Background: an optimization exercise with open tools, aiming at small area and a short achievable clock period. Do not read the settings as production practice. No run shown here included a check of the RTL's function; only the layout flow was run. Power and IR drop assume default switching activity.

==> flow/design.v (outline; a module is shown in full before it is edited, if it fits) <==
// module MAF: 3538 lines
module MAF(
    input clk,
    input  [31:0] A, B, C,
    input  [1:0]  func,
    output [63:0] Result
    );
  // ...
==> flow/flow/run.sh <==
#!/bin/bash
# Standard ORFS layout with two changes:
#  - synthesis runs `synth -noabc` (the quick generic ABC pass inside synth is
#    skipped), so extract_fa sees the RTL's XOR/majority structure and maps
#    full adders without the inverters it otherwise puts around them;
#  - extra make variables from flow/make_args.txt (e.g. the port buffer cell).
# Each tool's output goes to its own log here and under orfs/logs.
set -euo pipefail
here=$(pwd)
sed '1s/yosys synth -nofsm -noshare/yosys synth -nofsm -noshare -noabc/' synth_recipe.tcl > my_synth.tcl
grep -q -- '-noabc' my_synth.tcl
sed "s#SYNTH_SCRIPT=[^ ]*#SYNTH_SCRIPT=$here/my_synth.tcl#" standard.sh > my_standard.sh
grep -q "SYNTH_SCRIPT=$here/my_synth.tcl" my_standard.sh
extra=()
if [[ -f flow/make_args.txt ]]; then
  while IFS= read -r line; do [[ -n "$line" ]] && extra+=("$line"); done < flow/make_args.txt
fi
bash my_standard.sh "${extra[@]}" synth > synth.log 2>&1
bash my_standard.sh "${extra[@]}" finish > layout.log 2>&1
test -f out/final.def
==> flow/flow/make_args.txt <==
BUFFER_PORTS_ARGS=-buffer_cell sky130_fd_sc_hd__buf_4
==> flow/standard.sh <==
#!/bin/bash
# synth_recipe.tcl (not shown) runs the flow's synth.tcl, then flattens the netlist and writes it again
# the make line also repeats each setting of config.mk as NAME=value (left out here)
make -C /OpenROAD-flow-scripts/flow DESIGN_CONFIG=/design/flow/config.mk WORK_HOME=/design/flow/orfs CLKGATE_MAP_FILE= SYNTH_SCRIPT=/design/flow/synth_recipe.tcl "${@:-finish}"
==> flow/config.mk <==
export PLATFORM = sky130hd
export DESIGN_NAME = MAF
export DESIGN_NICKNAME = MAF
export VERILOG_FILES = /design/flow/design.v
export SDC_FILE = /design/flow/constraint.sdc
export NUM_CORES = 4
export LEC_CHECK = 0
export ABC_CLOCK_PERIOD_IN_PS = 1000
export CAP_MARGIN = 20
export CORE_MARGIN = 2
export CORE_UTILIZATION = 40
export SLEW_MARGIN = 20
==> flow/constraint.sdc <==
create_clock -name core_clock -period 10.0 [get_ports {clk}]
set_input_delay 2.0000 -clock core_clock [delete_from_list [all_inputs] [get_ports {clk}]]
set_output_delay 2.0000 -clock core_clock [all_outputs]
set_load 0.01 [all_outputs]
==> metrics.yaml, run 1 <==
synthesis:
  synth_compound_area_frac: 0.194
  synth_common_cells: "xnor2_1, fa_1, a22oi_1, clkbuf_1, a21oi_1"
  syn_area_um2: 28200
  synthMuxAreaShare: 0.000355
  synth.distinct_cells: 61
  ys_ff_latch: 128
cells_and_area:
  utilization: 0.437
  buf_share: 0.0524
  seqAreaFraction: 0.0839
  inv_count: 99
  reg_top3: "r_a: 64 flops, r_b: 64 flops"
power_and_ir_drop:
  p_per_area_nw_per_um2: 346
  p_seq_frac: 0.097
  p_comb_mw: 8.91
  internal-power_mw: 5.13
  p_comb_frac: 0.843
  p_sw_mw: 5.44
placement:
  gp_congestion: 0.965
  place_ws_ns: 2.79
  dpl-instance-area_um2: 29900
worst_setup_path:
  cp-start-kind: "primary input"
global_routing:
  use_met1: 0.385
  gr-usage-met3: 0.0931
  first_global_vias: 25800
  grt_usage: 0.298
  grt.overflow.total: 0
  grt_max_degree: 46
status:
  outcome: "finished clean"
clocking:
  cts_tree: "built"
  ctsResizeCount: 0
run:
  drv_cap: 0
die:
  die_h_um: 270
  dieArea_um2: 72700
  tapCellCount: 940
  rows: 97
route:
  drt_iter0_drc: 3139
  drtPass1Iterations: 7
  drtAntennaViolNets: 0
min_path:
  holdPathStages: 3
  hold_path.class: "in -> reg"
timing:
  setup-violations-final: 0
==> inputs of run 2 (changes only) <==
--- a/flow/design.v
+++ b/flow/design.v
@@ -1797,58 +1797,58 @@
     wire one14 = bx[29] ^ bx[28];
     wire two14 = (bx[30] & ~bx[29] & ~bx[28]) | (~bx[30] & bx[29] & bx[28]);
     wire neg14 = bx[30];
     wire [32:0] pp14 = (({1'b0, A} & {33{one14}}) | ({A, 1'b0} & {33{two14}})) ^ {33{neg14}};
     wire one15 = bx[31] ^ bx[30];
     wire two15 = (bx[32] & ~bx[31] & ~bx[30]) | (~bx[32] & bx[31] & bx[30]);
     wire neg15 = bx[32];
     wire [32:0] pp15 = (({1'b0, A} & {33{one15}}) | ({A, 1'b0} & {33{two15}})) ^ {33{neg15}};
-    assign s1 = ce[22] ^ neg11;
-    assign c2 = ce[22] & neg11;
+    assign s1 = neg11 ^ ce[22];
+    assign c2 = neg11 & ce[22];
     assign s3 = ce[23] ^ pp0[23];
     assign c4 = ce[23] & pp0[23];
-    assign s5 = ce[24] ^ neg12 ^ pp0[24];
-    assign c6 = (ce[24] & neg12) | (ce[24] & pp0[24]) | (neg12 & pp0[24]);
+    assign s5 = neg12 ^ ce[24] ^ pp0[24];
+    assign c6 = (neg12 & ce[24]) | (neg12 & pp0[24]) | (ce[24] & pp0[24]);
     assign s7 = pp1[22] ^ pp2[20];
     assign c8 = pp1[22] & pp2[20];
     assign s9 = ce[25] ^ pp0[25] ^ pp1[23];
     assign c10 = (ce[25] & pp0[25]) | (ce[25] & pp1[23]) | (pp0[25] & pp1[23]);
     assign s11 = pp2[21] ^ pp3[19];
     assign c12 = pp2[21] & pp3[19];
-    assign s13 = ce[26] ^ neg13 ^ pp0[26];
-    assign c14 = (ce[26] & neg13) | (ce[26] & pp0[26]) | (neg13 & pp0[26]);
+    assign s13 = neg13 ^ ce[26] ^ pp0[26];
+    assign c14 = (neg13 & ce[26]) | (neg13 & pp0[26]) | (ce[26] & pp0[26]);
     assign s15 = pp1[24] ^ pp2[22] ^ pp3[20];
     assign c16 = (pp1[24] & pp2[22]) | (pp1[24] & pp3[20]) | (pp2[22] & pp3[20]);
     assign s17 = pp4[18] ^ pp5[16];
     assign c18 = pp4[18] & pp5[16];
     assign s19 = ce[27] ^ pp0[27] ^ pp1[25];
     assign c20 = (ce[27] & pp0[27]) | (ce[27] & pp1[25]) | (pp0[27] & pp1[25]);
     assign s21 = pp2[23] ^ pp3[21] ^ pp4[19];
     assign c22 = (pp2[23] & pp3[21]) | (pp2[23] & pp4[19]) | (pp3[21] & pp4[19]);
     assign s23 = pp5[17] ^ pp6[15];
     assign c24 = pp5[17] & pp6[15];
-    assign s25 = ce[28] ^ neg14 ^ pp0[28];
-    assign c26 = (ce[28] & neg14) | (ce[28] & pp0[28]) | (neg14 & pp0[28]);
+    assign s25 = neg14 ^ ce[28] ^ pp0[28];
+    assign c26 = (neg14 & ce[28]) | (neg14 & pp0[28]) | (ce[28] & pp0[28]);
     assign s27 = pp1[26] ^ pp2[24] ^ pp3[22];
     assign c28 = (pp1[26] & pp2[24]) | (pp1[26] & pp3[22]) | (pp2[24] & pp3[22]);
     assign s29 = pp4[20] ^ pp5[18] ^ pp6[16];
     assign c30 = (pp4[20] & pp5[18]) | (pp4[20] & pp6[16]) | (pp5[18] & pp6[16]);
     assign s31 = pp7[14] ^ pp8[12];
     assign c32 = pp7[14] & pp8[12];
     assign s33 = ce[29] ^ pp0[29] ^ pp1[27];
     assign c34 = (ce[29] & pp0[29]) | (ce[29] & pp1[27]) | (pp0[29] & pp1[27]);
     assign s35 = pp2[25] ^ pp3[23] ^ pp4[21];
     assign c36 = (pp2[25] & pp3[23]) | (pp2[25] & pp4[21]) | (pp3[23] & pp4[21]);
     assign s37 = pp5[19] ^ pp6[17] ^ pp7[15];
     assign c38 = (pp5[19] & pp6[17]) | (pp5[19] & pp7[15]) | (pp6[17] & pp7[15]);
     assign s39 = pp8[13] ^ pp9[11];
     assign c40 = pp8[13] & pp9[11];
-    assign s41 = ce[30] ^ neg15 ^ pp0[30];
-    assign c42 = (ce[30] & neg15) | (ce[30] & pp0[30]) | (neg15 & pp0[30]);
+    assign s41 = neg15 ^ ce[30] ^ pp0[30];
+    assign c42 = (neg15 & ce[30]) | (neg15 & pp0[30]) | (ce[30] & pp0[30]);
     assign s43 = pp1[28] ^ pp2[26] ^ pp3[24];
     assign c44 = (pp1[28] & pp2[26]) | (pp1[28] & pp3[24]) | (pp2[26] & pp3[24]);
     assign s45 = pp4[22] ^ pp5[20] ^ pp6[18];
     assign c46 = (pp4[22] & pp5[20]) | (pp4[22] & pp6[18]) | (pp5[20] & pp6[18]);
     assign s47 = pp7[16] ^ pp8[14] ^ pp9[12];
     assign c48 = (pp7[16] & pp8[14]) | (pp7[16] & pp9[12]) | (pp8[14] & pp9[12]);
     assign s49 = pp10[10] ^ pp11[8];
     assign c50 = pp10[10] & pp11[8];
@@ -1937,64 +1937,64 @@
     assign s133 = (A[9] & bx[32]) ^ (A[8] & bx[32]) ^ ~neg4;
     assign c134 = ((A[9] & bx[32]) & (A[8] & bx[32])) | ((A[9] & bx[32]) & ~neg4) | ((A[8] & bx[32]) & ~neg4);
     assign s135 = pp5[31] ^ pp6[29];
     assign c136 = pp5[31] & pp6[29];
     assign s137 = ~((A[10] & bx[32])) ^ pp5[32];
     assign c138 = ~((A[10] & bx[32])) & pp5[32];
     assign s139 = (A[11] & bx[32]) ^ (A[10] & bx[32]);
     assign c140 = (A[11] & bx[32]) & (A[10] & bx[32]);
-    assign s141 = ce[14] ^ neg7;
-    assign c142 = ce[14] & neg7;
+    assign s141 = neg7 ^ ce[14];
+    assign c142 = neg7 & ce[14];
     assign s143 = ce[15] ^ pp0[15];
     assign c144 = ce[15] & pp0[15];
-    assign s145 = ce[16] ^ neg8 ^ pp0[16];
-    assign c146 = (ce[16] & neg8) | (ce[16] & pp0[16]) | (neg8 & pp0[16]);
+    assign s145 = neg8 ^ ce[16] ^ pp0[16];
+    assign c146 = (neg8 & ce[16]) | (neg8 & pp0[16]) | (ce[16] & pp0[16]);
     assign s147 = pp1[14] ^ pp2[12];
     assign c148 = pp1[14] & pp2[12];
     assign s149 = ce[17] ^ pp0[17] ^ pp1[15];
     assign c150 = (ce[17] & pp0[17]) | (ce[17] & pp1[15]) | (pp0[17] & pp1[15]);
     assign s151 = pp2[13] ^ pp3[11];
     assign c152 = pp2[13] & pp3[11];
-    assign s153 = ce[18] ^ neg9 ^ pp0[18];
-    assign c154 = (ce[18] & neg9) | (ce[18] & pp0[18]) | (neg9 & pp0[18]);
+    assign s153 = neg9 ^ ce[18] ^ pp0[18];
+    assign c154 = (neg9 & ce[18]) | (neg9 & pp0[18]) | (ce[18] & pp0[18]);
     assign s155 = pp1[16] ^ pp2[14] ^ pp3[12];
     assign c156 = (pp1[16] & pp2[14]) | (pp1[16] & pp3[12]) | (pp2[14] & pp3[12]);
     assign s157 = pp4[10] ^ pp5[8];
     assign c158 = pp4[10] & pp5[8];
     assign s159 = ce[19] ^ pp0[19] ^ pp1[17];
     assign c160 = (ce[19] & pp0[19]) | (ce[19] & pp1[17]) | (pp0[19] & pp1[17]);
     assign s161 = pp2[15] ^ pp3[13] ^ pp4[11];
     assign c162 = (pp2[15] & pp3[13]) | (pp2[15] & pp4[11]) | (pp3[13] & pp4[11]);
     assign s163 = pp5[9] ^ pp6[7];
     assign c164 = pp5[9] & pp6[7];
-    assign s165 = ce[20] ^ neg10 ^ pp0[20];
-    assign c166 = (ce[20] & neg10) | (ce[20] & pp0[20]) | (neg10 & pp0[20]);
+    assign s165 = neg10 ^ ce[20] ^ pp0[20];
+    assign c166 = (neg10 & ce[20]) | (neg10 & pp0[20]) | (ce[20] & pp0[20]);
     assign s167 = pp1[18] ^ pp2[16] ^ pp3[14];
     assign c168 = (pp1[18] & pp2[16]) | (pp1[18] & pp3[14]) | (pp2[16] & pp3[14]);
     assign s169 = pp4[12] ^ pp5[10] ^ pp6[8];
     assign c170 = (pp4[12] & pp5[10]) | (pp4[12] & pp6[8]) | (pp5[10] & pp6[8]);
     assign s171 = pp7[6] ^ pp8[4];
     assign c172 = pp7[6] & pp8[4];
     assign s173 = ce[21] ^ pp0[21] ^ pp1[19];
     assign c174 = (ce[21] & pp0[21]) | (ce[21] & pp1[19]) | (pp0[21] & pp1[19]);
     assign s175 = pp2[17] ^ pp3[15] ^ pp4[13];
     assign c176 = (pp2[17] & pp3[15]) | (pp2[17] & pp4[13]) | (pp3[15] & pp4[13]);
     assign s177 = pp5[11] ^ pp6[9] ^ pp7[7];
     assign c178 = (pp5[11] & pp6[9]) | (pp5[11] & pp7[7]) | (pp6[9] & pp7[7]);
     assign s179 = pp8[5] ^ pp9[3];
     assign c180 = pp8[5] & pp9[3];
-    assign s181 = s1 ^ pp0[22] ^ pp1[20];
-    assign c182 = (s1 & pp0[22]) | (s1 & pp1[20]) | (pp0[22] & pp1[20]);
-    assign s183 = pp2[18] ^ pp3[16] ^ pp4[14];
-    assign c184 = (pp2[18] & pp3[16]) | (pp2[18] & pp4[14]) | (pp3[16] & pp4[14]);
-    assign s185 = pp5[12] ^ pp6[10] ^ pp7[8];
-    assign c186 = (pp5[12] & pp6[10]) | (pp5[12] & pp7[8]) | (pp6[10] & pp7[8]);
-    assign s187 = pp8[6] ^ pp9[4] ^ pp10[2];
-    assign c188 = (pp8[6] & pp9[4]) | (pp8[6] & pp10[2]) | (pp9[4] & pp10[2]);
+    assign s181 = pp0[22] ^ pp1[20] ^ pp2[18];
+    assign c182 = (pp0[22] & pp1[20]) | (pp0[22] & pp2[18]) | (pp1[20] & pp2[18]);
+    assign s183 = pp3[16] ^ pp4[14] ^ pp5[12];
+    assign c184 = (pp3[16] & pp4[14]) | (pp3[16] & pp5[12]) | (pp4[14] & pp5[12]);
+    assign s185 = pp6[10] ^ pp7[8] ^ pp8[6];
+    assign c186 = (pp6[10] & pp7[8]) | (pp6[10] & pp8[6]) | (pp7[8] & pp8[6]);
+    assign s187 = pp9[4] ^ pp10[2] ^ pp11[0];
+    assign c188 = (pp9[4] & pp10[2]) | (pp9[4] & pp11[0]) | (pp10[2] & pp11[0]);
     assign s189 = c2 ^ pp1[21] ^ pp2[19];
     assign c190 = (c2 & pp1[21]) | (c2 & pp2[19]) | (pp1[21] & pp2[19]);
     assign s191 = pp3[17] ^ pp4[15] ^ pp5[13];
     assign c192 = (pp3[17] & pp4[15]) | (pp3[17] & pp5[13]) | (pp4[15] & pp5[13]);
     assign s193 = pp6[11] ^ pp7[9] ^ pp8[7];
     assign c194 = (pp6[11] & pp7[9]) | (pp6[11] & pp8[7]) | (pp7[9] & pp8[7]);
     assign s195 = pp9[5] ^ pp10[3] ^ pp11[1];
     assign c196 = (pp9[5] & pp10[3]) | (pp9[5] & pp11[1]) | (pp10[3] & pp11[1]);
@@ -2193,46 +2193,46 @@
     assign s389 = (A[17] & bx[32]) ^ (A[16] & bx[32]) ^ ~neg8;
     assign c390 = ((A[17] & bx[32]) & (A[16] & bx[32])) | ((A[17] & bx[32]) & ~neg8) | ((A[16] & bx[32]) & ~neg8);
     assign s391 = pp9[31] ^ pp10[29];
     assign c392 = pp9[31] & pp10[29];
     assign s393 = ~((A[18] & bx[32])) ^ pp9[32];
     assign c394 = ~((A[18] & bx[32])) & pp9[32];
     assign s395 = (A[19] & bx[32]) ^ (A[18] & bx[32]);
     assign c396 = (A[19] & bx[32]) & (A[18] & bx[32]);
-    assign s397 = ce[8] ^ neg4;
-    assign c398 = ce[8] & neg4;
+    assign s397 = neg4 ^ ce[8];
+    assign c398 = neg4 & ce[8];
     assign s399 = ce[9] ^ pp0[9];
     assign c400 = ce[9] & pp0[9];
-    assign s401 = ce[10] ^ neg5 ^ pp0[10];
-    assign c402 = (ce[10] & neg5) | (ce[10] & pp0[10]) | (neg5 & pp0[10]);
+    assign s401 = neg5 ^ ce[10] ^ pp0[10];
+    assign c402 = (neg5 & ce[10]) | (neg5 & pp0[10]) | (ce[10] & pp0[10]);
     assign s403 = pp1[8] ^ pp2[6];
     assign c404 = pp1[8] & pp2[6];
     assign s405 = ce[11] ^ pp0[11] ^ pp1[9];
     assign c406 = (ce[11] & pp0[11]) | (ce[11] & pp1[9]) | (pp0[11] & pp1[9]);
     assign s407 = pp2[7] ^ pp3[5];
     assign c408 = pp2[7] & pp3[5];
-    assign s409 = ce[12] ^ neg6 ^ pp0[12];
-    assign c410 = (ce[12] & neg6) | (ce[12] & pp0[12]) | (neg6 & pp0[12]);
+    assign s409 = neg6 ^ ce[12] ^ pp0[12];
+    assign c410 = (neg6 & ce[12]) | (neg6 & pp0[12]) | (ce[12] & pp0[12]);
     assign s411 = pp1[10] ^ pp2[8] ^ pp3[6];
     assign c412 = (pp1[10] & pp2[8]) | (pp1[10] & pp3[6]) | (pp2[8] & pp3[6]);
     assign s413 = pp4[4] ^ pp5[2];
     assign c414 = pp4[4] & pp5[2];
     assign s415 = ce[13] ^ pp0[13] ^ pp1[11];
     assign c416 = (ce[13] & pp0[13]) | (ce[13] & pp1[11]) | (pp0[13] & pp1[11]);
     assign s417 = pp2[9] ^ pp3[7] ^ pp4[5];
     assign c418 = (pp2[9] & pp3[7]) | (pp2[9] & pp4[5]) | (pp3[7] & pp4[5]);
     assign s419 = pp5[3] ^ pp6[1];
     assign c420 = pp5[3] & pp6[1];
-    assign s421 = s141 ^ pp0[14] ^ pp1[12];
-    assign c422 = (s141 & pp0[14]) | (s141 & pp1[12]) | (pp0[14] & pp1[12]);
-    assign s423 = pp2[10] ^ pp3[8] ^ pp4[6];
-    assign c424 = (pp2[10] & pp3[8]) | (pp2[10] & pp4[6]) | (pp3[8] & pp4[6]);
-    assign s425 = pp5[4] ^ pp6[2] ^ pp7[0];
-    assign c426 = (pp5[4] & pp6[2]) | (pp5[4] & pp7[0]) | (pp6[2] & pp7[0]);
+    assign s421 = pp0[14] ^ pp1[12] ^ pp2[10];
+    assign c422 = (pp0[14] & pp1[12]) | (pp0[14] & pp2[10]) | (pp1[12] & pp2[10]);
+    assign s423 = pp3[8] ^ pp4[6] ^ pp5[4];
+    assign c424 = (pp3[8] & pp4[6]) | (pp3[8] & pp5[4]) | (pp4[6] & pp5[4]);
+    assign s425 = pp6[2] ^ pp7[0] ^ s141;
+    assign c426 = (pp6[2] & pp7[0]) | (pp6[2] & s141) | (pp7[0] & s141);
     assign s427 = c142 ^ pp1[13] ^ pp2[11];
     assign c428 = (c142 & pp1[13]) | (c142 & pp2[11]) | (pp1[13] & pp2[11]);
     assign s429 = pp3[9] ^ pp4[7] ^ pp5[5];
     assign c430 = (pp3[9] & pp4[7]) | (pp3[9] & pp5[5]) | (pp4[7] & pp5[5]);
     assign s431 = pp6[3] ^ pp7[1] ^ s143;
     assign c432 = (pp6[3] & pp7[1]) | (pp6[3] & s143) | (pp7[1] & s143);
     assign s433 = pp3[10] ^ pp4[8] ^ pp5[6];
     assign c434 = (pp3[10] & pp4[8]) | (pp3[10] & pp5[6]) | (pp4[8] & pp5[6]);
@@ -2265,18 +2265,18 @@
     assign s461 = c162 ^ s167 ^ s169;
     assign c462 = (c162 & s167) | (c162 & s169) | (s167 & s169);
     assign s463 = pp10[1] ^ c172 ^ s179;
     assign c464 = (pp10[1] & c172) | (pp10[1] & s179) | (c172 & s179);
     assign s465 = c166 ^ c168 ^ c170;
     assign c466 = (c166 & c168) | (c166 & c170) | (c168 & c170);
     assign s467 = s173 ^ s175 ^ s177;
     assign c468 = (s173 & s175) | (s173 & s177) | (s175 & s177);
-    assign s469 = pp11[0] ^ c180 ^ c174;
-    assign c470 = (pp11[0] & c180) | (pp11[0] & c174) | (c180 & c174);
+    assign s469 = s1 ^ c180 ^ c174;
+    assign c470 = (s1 & c180) | (s1 & c174) | (c180 & c174);
     assign s471 = c176 ^ c178 ^ s181;
     assign c472 = (c176 & c178) | (c176 & s181) | (c178 & s181);
     assign s473 = s183 ^ s185 ^ s187;
     assign c474 = (s183 & s185) | (s183 & s187) | (s185 & s187);
     assign s475 = s3 ^ c182 ^ c184;
     assign c476 = (s3 & c182) | (s3 & c184) | (c182 & c184);
     assign s477 = c186 ^ c188 ^ s189;
     assign c478 = (c186 & c188) | (c186 & s189) | (c188 & s189);
@@ -2469,32 +2469,32 @@
     assign s665 = (A[23] & bx[32]) ^ (A[22] & bx[32]) ^ ~neg11;
     assign c666 = ((A[23] & bx[32]) & (A[22] & bx[32])) | ((A[23] & bx[32]) & ~neg11) | ((A[22] & bx[32]) & ~neg11);
     assign s667 = pp12[31] ^ pp13[29];
     assign c668 = pp12[31] & pp13[29];
     assign s669 = ~((A[24] & bx[32])) ^ pp12[32];
     assign c670 = ~((A[24] & bx[32])) & pp12[32];
     assign s671 = (A[25] & bx[32]) ^ (A[24] & bx[32]);
     assign c672 = (A[25] & bx[32]) & (A[24] & bx[32]);
-    assign s673 = ce[4] ^ neg2;
-    assign c674 = ce[4] & neg2;
+    assign s673 = neg2 ^ ce[4];
+    assign c674 = neg2 & ce[4];
     assign s675 = ce[5] ^ pp0[5];
     assign c676 = ce[5] & pp0[5];
-    assign s677 = ce[6] ^ neg3 ^ pp0[6];
-    assign c678 = (ce[6] & neg3) | (ce[6] & pp0[6]) | (neg3 & pp0[6]);
+    assign s677 = neg3 ^ ce[6] ^ pp0[6];
+    assign c678 = (neg3 & ce[6]) | (neg3 & pp0[6]) | (ce[6] & pp0[6]);
     assign s679 = pp1[4] ^ pp2[2];
     assign c680 = pp1[4] & pp2[2];
     assign s681 = ce[7] ^ pp0[7] ^ pp1[5];
     assign c682 = (ce[7] & pp0[7]) | (ce[7] & pp1[5]) | (pp0[7] & pp1[5]);
     assign s683 = pp2[3] ^ pp3[1];
     assign c684 = pp2[3] & pp3[1];
-    assign s685 = s397 ^ pp0[8] ^ pp1[6];
-    assign c686 = (s397 & pp0[8]) | (s397 & pp1[6]) | (pp0[8] & pp1[6]);
-    assign s687 = pp2[4] ^ pp3[2] ^ pp4[0];
-    assign c688 = (pp2[4] & pp3[2]) | (pp2[4] & pp4[0]) | (pp3[2] & pp4[0]);
+    assign s685 = pp0[8] ^ pp1[6] ^ pp2[4];
+    assign c686 = (pp0[8] & pp1[6]) | (pp0[8] & pp2[4]) | (pp1[6] & pp2[4]);
+    assign s687 = pp3[2] ^ pp4[0] ^ s397;
+    assign c688 = (pp3[2] & pp4[0]) | (pp3[2] & s397) | (pp4[0] & s397);
     assign s689 = c398 ^ pp1[7] ^ pp2[5];
     assign c690 = (c398 & pp1[7]) | (c398 & pp2[5]) | (pp1[7] & pp2[5]);
     assign s691 = pp3[3] ^ pp4[1] ^ s399;
     assign c692 = (pp3[3] & pp4[1]) | (pp3[3] & s399) | (pp4[1] & s399);
     assign s693 = pp3[4] ^ pp4[2] ^ pp5[0];
     assign c694 = (pp3[4] & pp4[2]) | (pp3[4] & pp5[0]) | (pp4[2] & pp5[0]);
     assign s695 = c400 ^ s403 ^ s401;
     assign c696 = (c400 & s403) | (c400 & s401) | (s403 & s401);
@@ -2693,22 +2693,22 @@
     assign s889 = (A[27] & bx[32]) ^ (A[26] & bx[32]) ^ ~neg13;
     assign c890 = ((A[27] & bx[32]) & (A[26] & bx[32])) | ((A[27] & bx[32]) & ~neg13) | ((A[26] & bx[32]) & ~neg13);
     assign s891 = pp14[31] ^ pp15[29];
     assign c892 = pp14[31] & pp15[29];
     assign s893 = ~((A[28] & bx[32])) ^ pp14[32];
     assign c894 = ~((A[28] & bx[32])) & pp14[32];
     assign s895 = (A[29] & bx[32]) ^ (A[28] & bx[32]);
     assign c896 = (A[29] & bx[32]) & (A[28] & bx[32]);
-    assign s897 = ce[2] ^ neg1;
-    assign c898 = ce[2] & neg1;
+    assign s897 = neg1 ^ ce[2];
+    assign c898 = neg1 & ce[2];
     assign s899 = ce[3] ^ pp0[3];
     assign c900 = ce[3] & pp0[3];
-    assign s901 = s673 ^ pp0[4] ^ pp1[2];
-    assign c902 = (s673 & pp0[4]) | (s673 & pp1[2]) | (pp0[4] & pp1[2]);
+    assign s901 = pp0[4] ^ pp1[2] ^ pp2[0];
+    assign c902 = (pp0[4] & pp1[2]) | (pp0[4] & pp2[0]) | (pp1[2] & pp2[0]);
     assign s903 = c674 ^ pp1[3] ^ pp2[1];
     assign c904 = (c674 & pp1[3]) | (c674 & pp2[1]) | (pp1[3] & pp2[1]);
     assign s905 = pp3[0] ^ c676 ^ s679;
     assign c906 = (pp3[0] & c676) | (pp3[0] & s679) | (c676 & s679);
     assign s907 = c680 ^ s683 ^ c678;
     assign c908 = (c680 & s683) | (c680 & c678) | (s683 & c678);
     assign s909 = c684 ^ c682 ^ s685;
     assign c910 = (c684 & c682) | (c684 & s685) | (c682 & s685);
@@ -2817,26 +2817,26 @@
     assign s1013 = c890 ^ pp15[30] ^ c892;
     assign c1014 = (c890 & pp15[30]) | (c890 & c892) | (pp15[30] & c892);
     assign s1015 = ~neg14 ^ s895 ^ pp15[31];
     assign c1016 = (~neg14 & s895) | (~neg14 & pp15[31]) | (s895 & pp15[31]);
     assign s1017 = ~((A[30] & bx[32])) ^ c896;
     assign c1018 = ~((A[30] & bx[32])) & c896;
     assign s1019 = (A[31] & bx[32]) ^ (A[30] & bx[32]);
     assign c1020 = (A[31] & bx[32]) & (A[30] & bx[32]);
-    assign s1021 = ce[0] ^ neg0;
-    assign c1022 = ce[0] & neg0;
+    assign s1021 = neg0 ^ ce[0];
+    assign c1022 = neg0 & ce[0];
     assign s1023 = ce[1] ^ pp0[1];
     assign c1024 = ce[1] & pp0[1];
-    assign s1025 = s897 ^ pp0[2] ^ pp1[0];
-    assign c1026 = (s897 & pp0[2]) | (s897 & pp1[0]) | (pp0[2] & pp1[0]);
+    assign s1025 = pp0[2] ^ pp1[0] ^ s897;
+    assign c1026 = (pp0[2] & pp1[0]) | (pp0[2] & s897) | (pp1[0] & s897);
     assign s1027 = c898 ^ pp1[1] ^ s899;
     assign c1028 = (c898 & pp1[1]) | (c898 & s899) | (pp1[1] & s899);
-    assign s1029 = pp2[0] ^ c900 ^ s901;
-    assign c1030 = (pp2[0] & c900) | (pp2[0] & s901) | (c900 & s901);
+    assign s1029 = s673 ^ c900 ^ s901;
+    assign c1030 = (s673 & c900) | (s673 & s901) | (c900 & s901);
     assign s1031 = s675 ^ c902 ^ s903;
     assign c1032 = (s675 & c902) | (s675 & s903) | (c902 & s903);
     assign s1033 = s677 ^ c904 ^ s905;
     assign c1034 = (s677 & c904) | (s677 & s905) | (c904 & s905);
     assign s1035 = s681 ^ c906 ^ s907;
     assign c1036 = (s681 & c906) | (s681 & s907) | (c906 & s907);
     assign s1037 = s687 ^ c908 ^ s909;
     assign c1038 = (s687 & c908) | (s687 & s909) | (c908 & s909);
==> flow/config.mk (replaced) <==
export PLATFORM = sky130hd
export DESIGN_NAME = MAF
export DESIGN_NICKNAME = MAF
export VERILOG_FILES = /design/flow/design.v
export SDC_FILE = /design/flow/constraint.sdc
export NUM_CORES = 4
export LEC_CHECK = 0
export CAP_MARGIN = 20
export CORE_MARGIN = 2
export CORE_UTILIZATION = 40
export SETUP_SLACK_MARGIN = 3.9
export SLEW_MARGIN = 20
==> metrics.yaml, run 2 <==
global_routing:
  grt_usage: 0.296  # -0.00253
  antenna_found_initial: 1
  grt_pass1_wl_um: 162000
  first_global_vias: 25300  # -1.7%
  grt_max_degree: 38  # -17%
  grt.overflow.total: 0  # unchanged
timing:
  finalMaxSlewViolations: 0
  hold_violations: 0
  period_share: 0.605
  setup-violations-final: 0  # unchanged
  setup-tns-final_ns: 0
  fmax_mhz: 165
  rsz0062_at_grt: "yes"
  slew_headroom: 0.254
  worst_slew_pin_slew_ns: 1.12
  fin_crit_ns: 6.05
route:
  num_vias: 23800
  drt_iter0_drc: 3075  # -2.0%
  routed_via_density: 6.31
  wl_per_cell_um: 28.6
  drtAntennaViolNets: 0  # unchanged
  routed_wl_um: 108000
  drc: 0
  drtPass1Iterations: 6  # -1
synthesis:
  synth_top_cell_by_area: "fa_1"
  avgSynthCellArea_um2: 9.71
  syn_nets: 3641
  synth.most_common_cell: "xnor2_1"
  ys_ff_latch: 128  # unchanged
  synth_edf_count: 0
  ys_seq_area_frac: 0.0908
  ys.flop_type: "dfxtp_1"
  syn-instance-count: 2906
  yosys.area.top_type_share: 0.362
  yosys_warnings: 1
  netlist_top_cells_area: "fa_1, xnor2_1, a22oi_1"
  syn_area_um2: 28200  # unchanged
  synth.distinct_cells: 61  # unchanged
  synthArstFlopShare: 0
  synth_common_cells: "xnor2_1, fa_1, a22oi_1, clkbuf_1, a21oi_1"
worst_setup_path:
  path_class: "in -> reg"
  crit_required_ns: 10.36
  worst_setup_path_end_kind: "flip-flop"
  cp-start-kind: "primary input"
  critical_path_arrival_ns: 6.41
  crit_path_max_fanout: 25
power_and_ir_drop:
  p_leak_nw: 11.8
  internal-power_mw: 5.12  # about the same
  clock_power_share: 0.060
  p_per_area_nw_per_um2: 339  # -2.0%
  p_comb_frac: 0.841  # -0.002
  p_seq_frac: 0.098  # about the same
  p_sw_mw: 5.35  # -1.6%
  max-vdd-ir-drop_v: 0.000235
  power_mw: 10.5
  p_sw_frac: 0.511
cells_and_area:
  nFillCells: 6749
  layout.nets: 3550
  utilization: 0.442  # +0.00489
  final_cell_mix: "xnor2_1, fa_1, a22oi_1"
  fin_cells: 3769
  final_common_cell: "xnor2_1"
  reg_top3: "r_a: 64 flops, r_b: 64 flops"
  final-seq-area_um2: 2560
  multi_input_comb_area_um2: 24400
  drive_above_1_share: 0.116
  area_growth_pct: 9.43
clocking:
  clockBufferDepth: 2
  ctsHoldBuffers: 0
  cts_tree: "built"
  cts_root_buf: "clkbuf_16"
  clkTransAtPathRegs_ns: 0.06
  clock_sinks: 128
  cts_buffers: 17
  cts_max_level: 4
die:
  die_w_um: 270
  core_area_um2: 69900
  io_pins: 163
  rows: 97  # unchanged
  dieArea_um2: 72700  # unchanged
  initial_core_util: 0.404
  die_h_um: 270  # unchanged
placement:
  gp_congestion: 0.908  # -5.9%
  dp.cells: 3722
  port_buffers: 162
  hpwl_um: 72700
run:
  drv_cap: 0  # unchanged
min_path:
  hold_path.class: "in -> reg"
status:
  outcome: "finished clean"
## run 2: routing by layer
layer  vias up  GRT usage  wire length (um)
met4         2      0.153              5780
li1       9705          -                 -
met1     11900      0.378             40800
met3       363     0.0988             14300
met2      1795      0.444             47000
met5         -    0.00197                13
## run 2: logic make-up after synthesis
| logic type | synth area share |
|---|---|
| mux | 0.000355 |
| buf+inv | 0.0585 |
| fa+ha+maj | 0.418 |
| compound gates | 0.194 |
| flops | 0.0908 |
| simple gates | 0.0601 |
| xor+xnor | 0.178 |
## run 2: cell type report
class | instances | area share
timing repair buffer | 225 | 0.0597
tap | 940 | 0.0381
sequential | 128 | 0.0830
clock buffer | 18 | 0.0139
multi-input combinational | 2344 | 0.789
inverter | 99 | 0.0120
antenna | 1 | 0.0000810
clock inverter | 14 | 0.00470
## run 2: metrics by stage
stage               hold slack, ns  setup slack, ns  area, um^2
floorplan                     2.25             3.90       28300
global placement              2.34             3.17       29900
detailed placement            2.35             3.09       29900
CTS                           1.82             3.93       30700
global route                  1.85             3.86       30900
finish                        1.87             3.95       30900
## run 2: what timing repair did
item | 4_1_cts | 5_1_grt
resized for setup | 20 | 22
setup buffers | 3 | 8
endpoints found under the setup margin | 55 | 39
pin swaps | 0 | 6
cloned | 0 | 1
## run 2: worst paths after layout
path	start	to	slack, ns	cells past startpoint
setup / recovery	func[0]	r_b[29]$_DFF_P_	3.95	10
hold / removal	C[1]	r_b[1]$_DFF_P_	1.87	3
## run 2: power by group through the flow
stage / Combinational, mW / Clock [mW] / Sequential, mW
detailed placement: 8.73 / 0 / 1.03
floorplan: 5.51 / 0 / 0.985
CTS: 8.80 / 0.652 / 1.02
global placement: 8.55 / 0 / 1.03
global route: 9.79 / 0.670 / 1.05
finish: 8.81 / 0.633 / 1.03
## run 2: critical path, cell delays in order
cell,delay (ns)
buf_6,0.20
nor2b_4,0.61
buf_4,0.56
xnor2_1,0.19
fa_1,0.47
fa_1,0.56
fa_1,0.44
fa_1,0.40
fa_1,0.53
fa_1,0.41

[afterwards: timing with drivers on the ports]
Ports are ideal in the flow. The routed layouts listed here were re-timed in OpenROAD. Step 1 (the two cells are an assumption about what drives the block):
set clk [get_ports {clk}]
set_driving_cell -lib_cell sky130_fd_sc_hd__clkbuf_16 $clk
set_driving_cell -lib_cell sky130_fd_sc_hd__buf_2 [delete_from_list [all_inputs] $clk]
Step 2 times the ports against the registers' clock, not the clock port: input delays grow and output delays shrink by t, the midpoint of the rising clock arrivals with the driver on. Slacks: ideal ports / drivers / drivers and shift; pairs: ideal ports / drivers.
| run | shift t [ns] | setup slack, ns | worst slew at a driven data input, ns |
|---|---|---|---|
| run 1 | 0.545 | 3.324 / 3.358 / 2.813 | 0.07 |
| run 2 | 0.547 | 3.954 / 3.990 / 3.443 | 0.07 |
After both steps setup and hold are still met in every run listed.
